Background: an optimization exercise with open tools, aiming at small area, a short achievable clock period and few clock cycles. Do not read the settings as production practice.
In this exercise RTL edits were held to simulation tests only and were not proved equivalent to the original.
Power figures rest on the tool's default switching activity, not on a simulated workload.

==> design/flow/design.v <==
typedef enum logic [7:0] { 
    ALU_NOP = 0,
    ALU_ADD,         
    ALU_SUB,         
    ALU_AND,         
    ALU_OR,          
    ALU_XOR,         
    ALU_LUI,         
    ALU_SLT,         
    ALU_SLTU,        
    ALU_SLL,         
    ALU_SRL,         
    ALU_SRA         
} alu_op_t;
typedef struct packed {
    logic [31:2] pc;
    logic pcValid;
} dec2ifPkt;
typedef struct packed {
    logic [31:2] pc;
    logic [31:0] inst32;
    logic instValid;
} if2decPkt;
typedef struct packed {
    logic [31:2] pc;
    logic [31:0] inst32;
    logic        instValid;
    alu_op_t aluOp;
    logic [4:0] destReg;
    logic [31:0] src1, src2;
} dec2exPkt;
typedef struct packed {
    logic [31:2] pc;
    logic [31:0] inst32;
    logic instValid;
    logic [4:0] destReg;
    logic [31:0] res;
} ex2wbPkt;
module RegFile(
    input logic clk,
    input logic [4:0] rs1Num_i, rs2Num_i, rdNum_i,
    output logic [31:0] rs1Val_o, rs2Val_o,
    input logic [31:0] rdVal_i,
    input logic regWrite_i,
    input logic stall_i
);
    reg [31:0] rf [31:1];
    always_ff @(posedge clk) begin
        if (regWrite_i) begin
            rf[rdNum_i] <= rdVal_i;
        end
    end
    always_ff @(posedge clk) begin
        if (!stall_i) begin
            if (rs1Num_i == rdNum_i) begin
                rs1Val_o <= rdVal_i;
            end else begin
                rs1Val_o <= rf[rs1Num_i];
            end
        end
    end
    always_ff @(posedge clk) begin
        if (!stall_i) begin
            if (rs2Num_i == rdNum_i) begin
                rs2Val_o <= rdVal_i;
            end else begin
                rs2Val_o <= rf[rs2Num_i];
            end
        end
    end
endmodule
module ALU(
    input logic clk, rst,
    input logic stall,
    input dec2exPkt dec2ex_i,
    output ex2wbPkt ex2wb_o
);
    dec2exPkt dec2ex_reg;  
    always_comb begin
        ex2wb_o = 0;
        ex2wb_o.pc = dec2ex_reg.pc;
        ex2wb_o.inst32 = dec2ex_reg.inst32;
        ex2wb_o.instValid = dec2ex_reg.instValid;
        if (dec2ex_reg.aluOp == ALU_NOP || !dec2ex_reg.instValid) begin
            ex2wb_o.destReg = 5'h0;
        end else begin
            ex2wb_o.destReg = dec2ex_reg.destReg;
        end
        if (dec2ex_reg.instValid) begin
            case (dec2ex_reg.aluOp)
                ALU_ADD :
                    ex2wb_o.res = dec2ex_reg.src1 + dec2ex_reg.src2;
                ALU_SUB :
                    ex2wb_o.res = dec2ex_reg.src1 - dec2ex_reg.src2;
                ALU_AND :
                    ex2wb_o.res = dec2ex_reg.src1 & dec2ex_reg.src2;
                ALU_OR  :
                    ex2wb_o.res = dec2ex_reg.src1 | dec2ex_reg.src2;
                ALU_XOR :
                    ex2wb_o.res = dec2ex_reg.src1 ^ dec2ex_reg.src2;
                ALU_LUI :
                    ex2wb_o.res = dec2ex_reg.src2;
                ALU_SLT :
                    ex2wb_o.res = ((dec2ex_reg.src1[31] == dec2ex_reg.src2[31]) ?
                                (dec2ex_reg.src1 < dec2ex_reg.src2 ? 1 : 0) : {31'h0, dec2ex_reg.src1[31]});
                ALU_SLTU :
                    ex2wb_o.res = (dec2ex_reg.src1 < dec2ex_reg.src2) ? 1 : 0;
                ALU_SLL :
                    ex2wb_o.res = dec2ex_reg.src1 << dec2ex_reg.src2[4:0];
                ALU_SRL :
                    ex2wb_o.res = dec2ex_reg.src1 >> dec2ex_reg.src2[4:0];
                ALU_SRA :
                    ex2wb_o.res = $signed(dec2ex_reg.src1) >>> dec2ex_reg.src2[4:0];
                default :
                    ex2wb_o.res = 32'h0;
            endcase
        end
    end
    always_ff @(posedge clk) begin
        if (!rst) begin
            dec2ex_reg <= 0;
        end else begin
            if (!stall) begin
                dec2ex_reg <= dec2ex_i;
            end
        end
    end
endmodule
module InstDec(
    input logic clk, rst,
    input logic stall,
    input if2decPkt if2dec_i,
    output dec2ifPkt dec2if_o,
    output dec2exPkt dec2ex_o,
    input ex2wbPkt ex2wb_i
);
    if2decPkt if2dec_reg;  
    logic [31:0] rs1Val_rf, rs2Val_rf;
    logic [31:0] rs1Val, rs2Val;
    logic [31:2] pc, nextPc;
    RegFile rfu(
        .clk,
        .rs1Num_i (if2dec_i.inst32[19:15]),
        .rs2Num_i (if2dec_i.inst32[24:20]),
        .rs1Val_o (rs1Val_rf),
        .rs2Val_o (rs2Val_rf),
        .rdNum_i (ex2wb_i.destReg),
        .rdVal_i (ex2wb_i.res),
        .regWrite_i (ex2wb_i.instValid && (ex2wb_i.destReg != 5'h0)),
        .stall_i (stall)
    );
    always_comb begin
        dec2if_o = 0;
        dec2if_o.pc = nextPc;
        dec2if_o.pcValid = ~stall;
        dec2ex_o.pc         = if2dec_reg.pc;
        dec2ex_o.inst32     = if2dec_reg.inst32;
        dec2ex_o.instValid  = if2dec_reg.instValid;
        dec2ex_o.destReg    = 0;
        dec2ex_o.src1       = 0;
        dec2ex_o.src2       = 0;
        dec2ex_o.aluOp      = ALU_NOP;
        case (if2dec_reg.inst32[6:0])
            7'b0110011 : begin
                dec2ex_o.destReg = if2dec_reg.inst32[11:7];
                dec2ex_o.src1 = rs1Val;
                dec2ex_o.src2 = rs2Val;
                case (if2dec_reg.inst32[14:12])
                    3'b000 : begin
                        case (if2dec_reg.inst32[31:25])
                            7'b0000000 : begin
                                dec2ex_o.aluOp = ALU_ADD;
                            end
                            7'b0100000 : begin
                                dec2ex_o.aluOp = ALU_SUB;
                            end
                        endcase
                    end
                    3'b010 : begin
                        dec2ex_o.aluOp = ALU_SLT;
                    end
                    3'b011 : begin
                        dec2ex_o.aluOp = ALU_SLTU;
                    end
                    3'b111 : begin
                        dec2ex_o.aluOp = ALU_AND;
                    end
                    3'b110 : begin
                        dec2ex_o.aluOp = ALU_OR;
                    end
                    3'b100 : begin
                        dec2ex_o.aluOp = ALU_XOR;
                    end
                    3'b001 : begin
                        dec2ex_o.aluOp = ALU_SLL;
                    end
                    3'b101 : begin
                        case (if2dec_reg.inst32[31:25])
                            7'b0000000 : begin
                                dec2ex_o.aluOp = ALU_SRL;
                            end
                            7'b0100000 : begin
                                dec2ex_o.aluOp = ALU_SRA;
                            end
                        endcase
                    end
                endcase
            end
            7'b0010011 : begin
                dec2ex_o.destReg = if2dec_reg.inst32[11:7];
                dec2ex_o.src1 = rs1Val;
                case (if2dec_reg.inst32[14:12])
                    3'b000 : begin
                        dec2ex_o.aluOp = ALU_ADD;
                        dec2ex_o.src2 = {{20{if2dec_reg.inst32[31]}}, if2dec_reg.inst32[31:20]};
                    end
                    3'b010 : begin
                        dec2ex_o.aluOp = ALU_SLT;
                        dec2ex_o.src2 = {{20{if2dec_reg.inst32[31]}}, if2dec_reg.inst32[31:20]};
                    end
                    3'b011 : begin
                        dec2ex_o.aluOp = ALU_SLTU;
                        dec2ex_o.src2 = {{20{if2dec_reg.inst32[31]}}, if2dec_reg.inst32[31:20]};
                    end
                    3'b111 : begin
                        dec2ex_o.aluOp = ALU_AND;
                        dec2ex_o.src2 = {{20{if2dec_reg.inst32[31]}}, if2dec_reg.inst32[31:20]};
                    end
                    3'b110 : begin
                        dec2ex_o.aluOp = ALU_OR;
                        dec2ex_o.src2 = {{20{if2dec_reg.inst32[31]}}, if2dec_reg.inst32[31:20]};
                    end
                    3'b100 : begin
                        dec2ex_o.aluOp = ALU_XOR;
                        dec2ex_o.src2 = {{20{if2dec_reg.inst32[31]}}, if2dec_reg.inst32[31:20]};
                    end
                    3'b001 : begin
                        dec2ex_o.aluOp = ALU_SLL;
                        dec2ex_o.src2 = {{27{if2dec_reg.inst32[31]}}, if2dec_reg.inst32[24:20]};
                    end
                    3'b101 : begin
                        case (if2dec_reg.inst32[31:25])
                            7'b0000000 : begin
                                dec2ex_o.aluOp = ALU_SRL;
                                dec2ex_o.src2 = {{27{if2dec_reg.inst32[31]}}, if2dec_reg.inst32[24:20]};
                            end
                            7'b0100000 : begin
                                dec2ex_o.aluOp = ALU_SRA;
                                dec2ex_o.src2 = {{27{if2dec_reg.inst32[31]}}, if2dec_reg.inst32[24:20]};
                            end
                        endcase
                    end
                endcase
            end
        endcase
    end
    always_comb begin
        if (if2dec_reg.inst32[19:15] == 5'h0) begin
            rs1Val = 32'h0;
        end else begin
            if (if2dec_reg.inst32[19:15] == ex2wb_i.destReg) begin
                rs1Val = ex2wb_i.res;
            end else begin
                rs1Val = rs1Val_rf;
            end
        end
        if (if2dec_reg.inst32[24:20] == 5'h0) begin
            rs2Val = 32'h0;
        end else begin
            if (if2dec_reg.inst32[24:20] == ex2wb_i.destReg) begin
                rs2Val = ex2wb_i.res;
            end else begin
                rs2Val = rs2Val_rf;
            end
        end
    end
    always_comb begin
        if (stall) begin
            nextPc = pc;
        end else begin
            nextPc = pc + 1;
        end
    end
    always_ff @ (posedge clk) begin
        if (!rst) begin
            pc <= -1;
        end else begin
            pc <= nextPc;
        end
    end
    always_ff @(posedge clk) begin
        if (!rst) begin
            if2dec_reg <= 0;
        end else begin
            if (!stall) begin
                if2dec_reg <= if2dec_i;
            end
        end
    end
endmodule
module InstFetch(
    input   logic clk, rst,
    input   logic stall,
    output  logic stop_o,
    output  logic [31:2] addr_o,
    output  logic [31:0] dataD_o,
    input   logic [31:0] dataQ_i,
    output  logic read_o, write_o,
    input   logic ready_i,
    output  logic [3:0] byteSel_o,
    input   dec2ifPkt dec2if_i,
    output  if2decPkt if2dec_o
);
    dec2ifPkt dec2if_reg;  
    if2decPkt if2dec;  
    if2decPkt if2dec_holdReg;  
    logic if2dec_holdValid;  
    always_comb begin
        addr_o = (dec2if_i.pcValid ? dec2if_i.pc : 30'h0);
        dataD_o = 32'h0;
        read_o = dec2if_i.pcValid;
        write_o = 1'b0;
        byteSel_o = 4'b1111;
        if (if2dec_holdValid) begin
            if2dec_o = if2dec_holdReg;
        end else begin
            if2dec_o = if2dec;
        end
        if (ready_i) begin
            stop_o = 0;
        end else begin
            stop_o = dec2if_reg.pcValid && ~if2dec_holdValid;
        end
    end
    always_comb begin
        if (ready_i) begin
            if2dec.pc = dec2if_reg.pc;
            if2dec.instValid = dec2if_reg.pcValid;
            if2dec.inst32 = dataQ_i;
        end else begin
            if2dec.pc = 30'h3fffffff;
            if2dec.instValid = 0;
            if2dec.inst32 = 32'h00000000;
        end
    end
    always_ff @(posedge clk) begin
        if (!rst) begin
            if2dec_holdValid <= 0;
            if2dec_holdReg <= 0;
        end else begin
            if (stall) begin
                if (ready_i) begin
                    if2dec_holdValid <= 1;
                    if2dec_holdReg <= if2dec_o;
                end
            end else begin
                if2dec_holdValid <= 0;
            end
        end
    end
    always_ff @(posedge clk) begin
        if (!rst) begin
            dec2if_reg <= 0;
        end else begin
            if (!stall) begin
                dec2if_reg <= dec2if_i;
            end
        end
    end
endmodule
module akarin_riscv(
   input  logic        clk, rst,
   output logic [31:2] ibus_addr,
   output logic [31:0] ibus_dataD,
   input  logic [31:0] ibus_dataQ,
   output logic        ibus_read, ibus_write,
   input  logic        ibus_ready,
   output logic [3:0]  ibus_byteSel,
   output logic        wb_valid,
   output logic [31:2] wb_pc,
   output logic [4:0]  wb_rd,
   output logic [31:0] wb_data
 );
   logic if_stop;
   logic stall;
   if2decPkt if2dec;
   dec2ifPkt dec2if;
   dec2exPkt dec2ex;
   ex2wbPkt ex2wb;
   assign stall = if_stop;
   InstFetch ifu (
      .clk, .rst, .stall,
      .stop_o     (if_stop),
      .addr_o     (ibus_addr),
      .dataD_o    (ibus_dataD),
      .dataQ_i    (ibus_dataQ),
      .read_o     (ibus_read),
      .write_o    (ibus_write),
      .ready_i    (ibus_ready),
      .byteSel_o  (ibus_byteSel),
      .dec2if_i   (dec2if),
      .if2dec_o   (if2dec)
   );
   InstDec decu (
      .clk, .rst, .stall,
      .if2dec_i   (if2dec),
      .dec2if_o   (dec2if),
      .dec2ex_o   (dec2ex),
      .ex2wb_i    (ex2wb)
   );
   ALU exu (
      .clk, .rst, .stall,
      .dec2ex_i   (dec2ex),
      .ex2wb_o    (ex2wb)
   );
   assign wb_valid = ex2wb.instValid && (ex2wb.destReg != 5'h0) && !stall;
   assign wb_pc    = ex2wb.pc;
   assign wb_rd    = ex2wb.destReg;
   assign wb_data  = ex2wb.res;
 endmodule
==> design/flow/run.sh <==
#!/bin/bash
# synth_recipe.tcl (not shown) runs the flow's synth.tcl, then flattens the netlist and writes it again
# the make line also repeats each setting of config.mk as NAME=value (left out here)
make -C /OpenROAD-flow-scripts/flow DESIGN_CONFIG=/design/flow/config.mk WORK_HOME=/design/flow/orfs CLKGATE_MAP_FILE= SYNTH_SCRIPT=/design/flow/synth_recipe.tcl finish
==> design/flow/config.mk <==
export PLATFORM = sky130hd
export DESIGN_NAME = akarin_riscv
export DESIGN_NICKNAME = akarin_riscv
export VERILOG_FILES = /design/flow/design.v
export SDC_FILE = /design/flow/constraint.sdc
export NUM_CORES = 4
export LEC_CHECK = 0
export CAP_MARGIN = 20
export CORE_MARGIN = 2
export CORE_UTILIZATION = 40
export PLACE_DENSITY = 0.6
export SLEW_MARGIN = 20
==> design/flow/constraint.sdc <==
create_clock -name core_clock -period 9.0 [get_ports {clk}]
set_input_delay 1.8000 -clock core_clock [delete_from_list [all_inputs] [get_ports {clk}]]
set_output_delay 1.8000 -clock core_clock [all_outputs]
set_load 0.01 [all_outputs]
==> run summary <==
[cells by family (layout without fill, tap and decap cells)]
| kind of cell | Yosys count | after routing | synth area share, % |
|---|---|---|---|
| compound gates | 1488 | 1488 | 14.5 |
| xor+xnor | 57 | 57 | 0.683 |
| fa+ha+maj | 119 | 119 | 2.06 |
| buf+inv | 902 | 749 | 5.53 |
| flops | 1348 | 1348 | 51.4 |
| mux | 142 | 142 | 3.33 |
| other cells | 2 | 40 | 0.0103 |
| simple gates | 3799 | 3799 | 22.4 |
[cell usage after synthesis, types with 10 or more instances]
| cell | n |
|---|---|
| o31ai_1 | 32 |
| buf_4 | 106 |
| a21o_1 | 32 |
| nor2_1 | 351 |
| xnor2_1 | 46 |
| o221ai_1 | 13 |
| o21ai_0 | 155 |
| nor3_1 | 61 |
| xor2_1 | 11 |
| o211ai_1 | 51 |
| a21oi_1 | 274 |
| a221oi_1 | 38 |
| a22oi_1 | 53 |
| buf_2 | 147 |
| mux2i_1 | 42 |
| nand4_1 | 23 |
| nand2b_1 | 16 |
| dfxtp_1 | 292 |
| inv_1 | 112 |
| nand2_1 | 2187 |
| and2_1 | 79 |
| clkbuf_1 | 394 |
| or3_1 | 11 |
| o211a_1 | 17 |
| a211o_1 | 10 |
| o21ai_1 | 50 |
| a222oi_1 | 10 |
| nor4_1 | 24 |
| and3_1 | 153 |
| ha_1 | 117 |
| o22ai_1 | 74 |
| mux2_2 | 19 |
| edfxtp_1 | 1056 |
| a211oi_1 | 83 |
| inv_2 | 11 |
| a311oi_1 | 368 |
| buf_1 | 122 |
| a31oi_1 | 93 |
| nand3_1 | 831 |
| mux4_2 | 79 |
| a22o_1 | 11 |
| a221o_1 | 13 |
| nor2b_1 | 18 |
[final cells by class]
cell class                      instances  area (um^2)  area share [%]
Inverter                              125          477           0.587
Clock buffer                          200         4200            5.17
Clock inverter                         79          752           0.926
Sequential cell                      1348        37600            46.2
Tap cell                             2370         2970            3.65
Timing Repair Buffer                  345         3230            3.98
Antenna cell                            2         5.00         0.00616
Multi-Input combinational cell       5643        32000            39.4
[metrics by stage]
| stage | area, um^2 | power, uW | std cells |
|---|---|---|---|
| 3_3_place_gp | 76300 | 8360 | 9830 |
| 2_1_floorplan | 73200 | 7800 | 7893 |
| 4_1_cts | 81200 | 14500 | 10100 |
| 3_5_place_dp | 76300 | 8370 | 9830 |
| 6_report | 81200 | 14500 | 10100 |
| 5_1_grt | 81200 | 14900 | 10100 |
[metal layers]
layer	routed length, um	global-route usage, %	vias up
met5	61	0	-
met4	16100	15.5	10
met3	33900	6.41	918
met2	130000	46.8	4421
met1	115000	41.5	31500
li1	-	-	28000
[power breakdown]
group / leakage [uW] / total, uW / switching (uW) / internal, uW
Clock: 0.00242 / 6210 / 2650 / 3570
Combinational: 0.0115 / 1350 / 877 / 469
Sequential: 0.0146 / 6920 / 135 / 6790
Total: 0.0285 / 14500 / 3660 / 10800
[worst max-delay path: cells and delay by family (launching register included)]
family / cells / cell delay (ns)
simple gates: 3 / 0.58
compound gates: 4 / 1.51
buf+inv: 5 / 2.23
flops: 1 / 0.82
fa+ha+maj: 1 / 0.52
[how the worst max path moves through the flow]
stage,end,cells past startpoint,slack (ns),from
after global placement,wb_data[25],13,1.98,exu.dec2ex_reg[3]
after detailed placement,wb_data[27],14,1.96,exu.dec2ex_reg[1]
after CTS,wb_data[27],14,1.03,exu.dec2ex_reg[1]
after global routing,wb_data[25],13,0.48,exu.dec2ex_reg[1]
after floorplan,ibus_addr[2],5,2.45,ibus_ready
final,wb_data[25],13,0.69,exu.dec2ex_reg[54]
==> impl_metrics.json <==
{
  "status": "no timing/DRC/antenna violations",
  "final_common_cell": "nand2_1",
  "grt_max_degree": 141,
  "firstDrtPassIters": 8,
  "dieArea_um2": 186000,
  "final_cell_mix": "nand2_1, edfxtp_1, nand3_1, a311oi_1, nor2_1",
  "vias": 64900,
  "yosysWarnings": 4,
  "ant_nets": 0,
  "drt_iter0_markers": 8933,
  "root_buffer": "clkbuf_16",
  "ir_drop_mv": 0.169,
  "r2r-end": "decu.rfu.rf[14][25]",
  "netlist.area_leader.share_pct": 43.4,
  "die_width_um": 431,
  "core_area_um2": 181000,
  "port_buffers": 133,
  "fin_crit_sh_pct": 92.3,
  "area_delta_synth_final_pct": 11.2,
  "rsz0062_at_grt": "false",
  "min_path_type": "flop to flop",
  "synth-edff-count": 1056,
  "crit_top_cell": "inv_1",
  "min_to": "exu.dec2ex_reg[118]",
  "min-delay-start": "decu.if2dec_reg[41]",
  "worstHoldPathCells": 2,
  "setup_ws_ns": 0.691,
  "start_kind": "flop",
  "cts_buffer_depth": 3,
  "synth-seq-cells": 1348,
  "antenna_found_initial": 11,
  "largest_reg_flops": 992,
  "dp_hpwl_um": 176000,
  "clk_pin_slew_worst_paths_ns": 0.06,
  "synth-seq-area-share_pct": 51.4,
  "synthFlopType": "edfxtp_1",
  "path_cells": "inv_1 -> ha_1 -> inv_1 -> a21oi_1 -> o31ai_1 -> nor4_1 -> a31oi_1 -> nand4_1 -> or3_1 -> o31ai_2 -> buf_4 -> clkinv_1 -> clkdlybuf4s50_1",
  "synth.largest_area_cell": "edfxtp_1",
  "worstPathMaxFanout": 32,
  "yosysUniqueCellTypes": 100,
  "crit_type": "flop to output port",
  "ys_async_sr_fraction_pct": 0,
  "viasPerCell": 6.42,
  "ios": 171,
  "nets": 7769,
  "tritoncts": "done",
  "reg2reg_from": "exu.dec2ex_reg[54]",
  "cpMaxStageDelayCell": "dfxtp_1",
  "drt-total-wl_um": 295000,
  "crit_path_max_incr_delay_ns": 0.82,
  "slew_headroom_pct": 16.5,
  "holdWs_ns": 0.439,
  "grt_pass1_wl_um": 423000,
  "finalHoldViolCount": 0,
  "rrSetupSlack_ns": 3.44,
  "setup_tns_ns": 0,
  "arrival_ns": 6.51,
  "drv_slew": 0,
  "max_freq_mhz": 120,
  "worst-slew-pin-transition_ns": 1.25,
  "reg2reg_depth": 12,
  "track_usage_pct": 30.7,
  "fin_skew_ns": 0.0355,
  "drc_errors": 0,
  "overflow": 0,
  "cts_hold_buffers": 0,
  "clk_latency_ns": 0.83,
  "die_h_um": 431,
  "rows": 156,
  "gp_congestion": 1.01,
  "cap_violations": 0,
  "syn_area_um2": 73100,
  "dp_worst_setup_slack_ns": 1.96,
  "grt_pass1_vias": 60200,
  "finalSetupViolations": 0,
  "htree_levels": 4,
  "syn_area_per_cell_um2": 9.30,
  "endpoint_kind": "output port",
  "fin_util_pct": 44.9,
  "synth_area_leaders": "edfxtp_1, nand2_1, dfxtp_1, nand3_1, a311oi_1",
  "drive_gt1_share_pct": 8.49,
  "cts.sinks": 1348,
  "numCtsBuffers": 152,
  "cp.required_ns": 7.20,
  "fill_cells": 16900,
  "p_leak_uw": 0.0285,
  "avgRoutedWirePerCell_um": 29.2,
  "power.density_nw_per_um2": 178,
  "cts_setup_buffers": 0,
  "initial_core_util_pct": 40.3,
  "syn_inst": 7857,
  "period_needed_ns": 8.31,
  "cts_resized": 0
}
Testbench counts, summed over its fixed seeds: cycles 42,062.

## port drivers added, routing unchanged
Ports are ideal in the flow. The routed layout listed here was re-timed in OpenROAD.
Step 1 (the two cells are an assumption about what drives the block):
set clk [get_ports {clk}]
set_driving_cell -lib_cell sky130_fd_sc_hd__clkbuf_16 $clk
set_driving_cell -lib_cell sky130_fd_sc_hd__buf_2 [delete_from_list [all_inputs] $clk]
Step 2 adds t to the input delays and takes it off the output delays; t is the mean of the earliest and latest rising clock arrival at the registers after step 1. Input paths then give back, and output paths get back, about the clock's delay inside the block.
Slacks: no drivers / after step 1 / after step 2; pairs: no drivers / after step 1.
t, ns: 0.903
setup WS [ns]: 0.691 / 0.600 / 1.503
hold slack, ns: 0.439 / 0.439 / 0.439
worst register clock-pin slew, ns: 0.07 / 0.07
pins driven straight from the clock port: 1
After both steps setup and hold are still met in this run. The setup slack of this run moves by -0.091 ns with the drivers and by +0.812 ns with both steps.
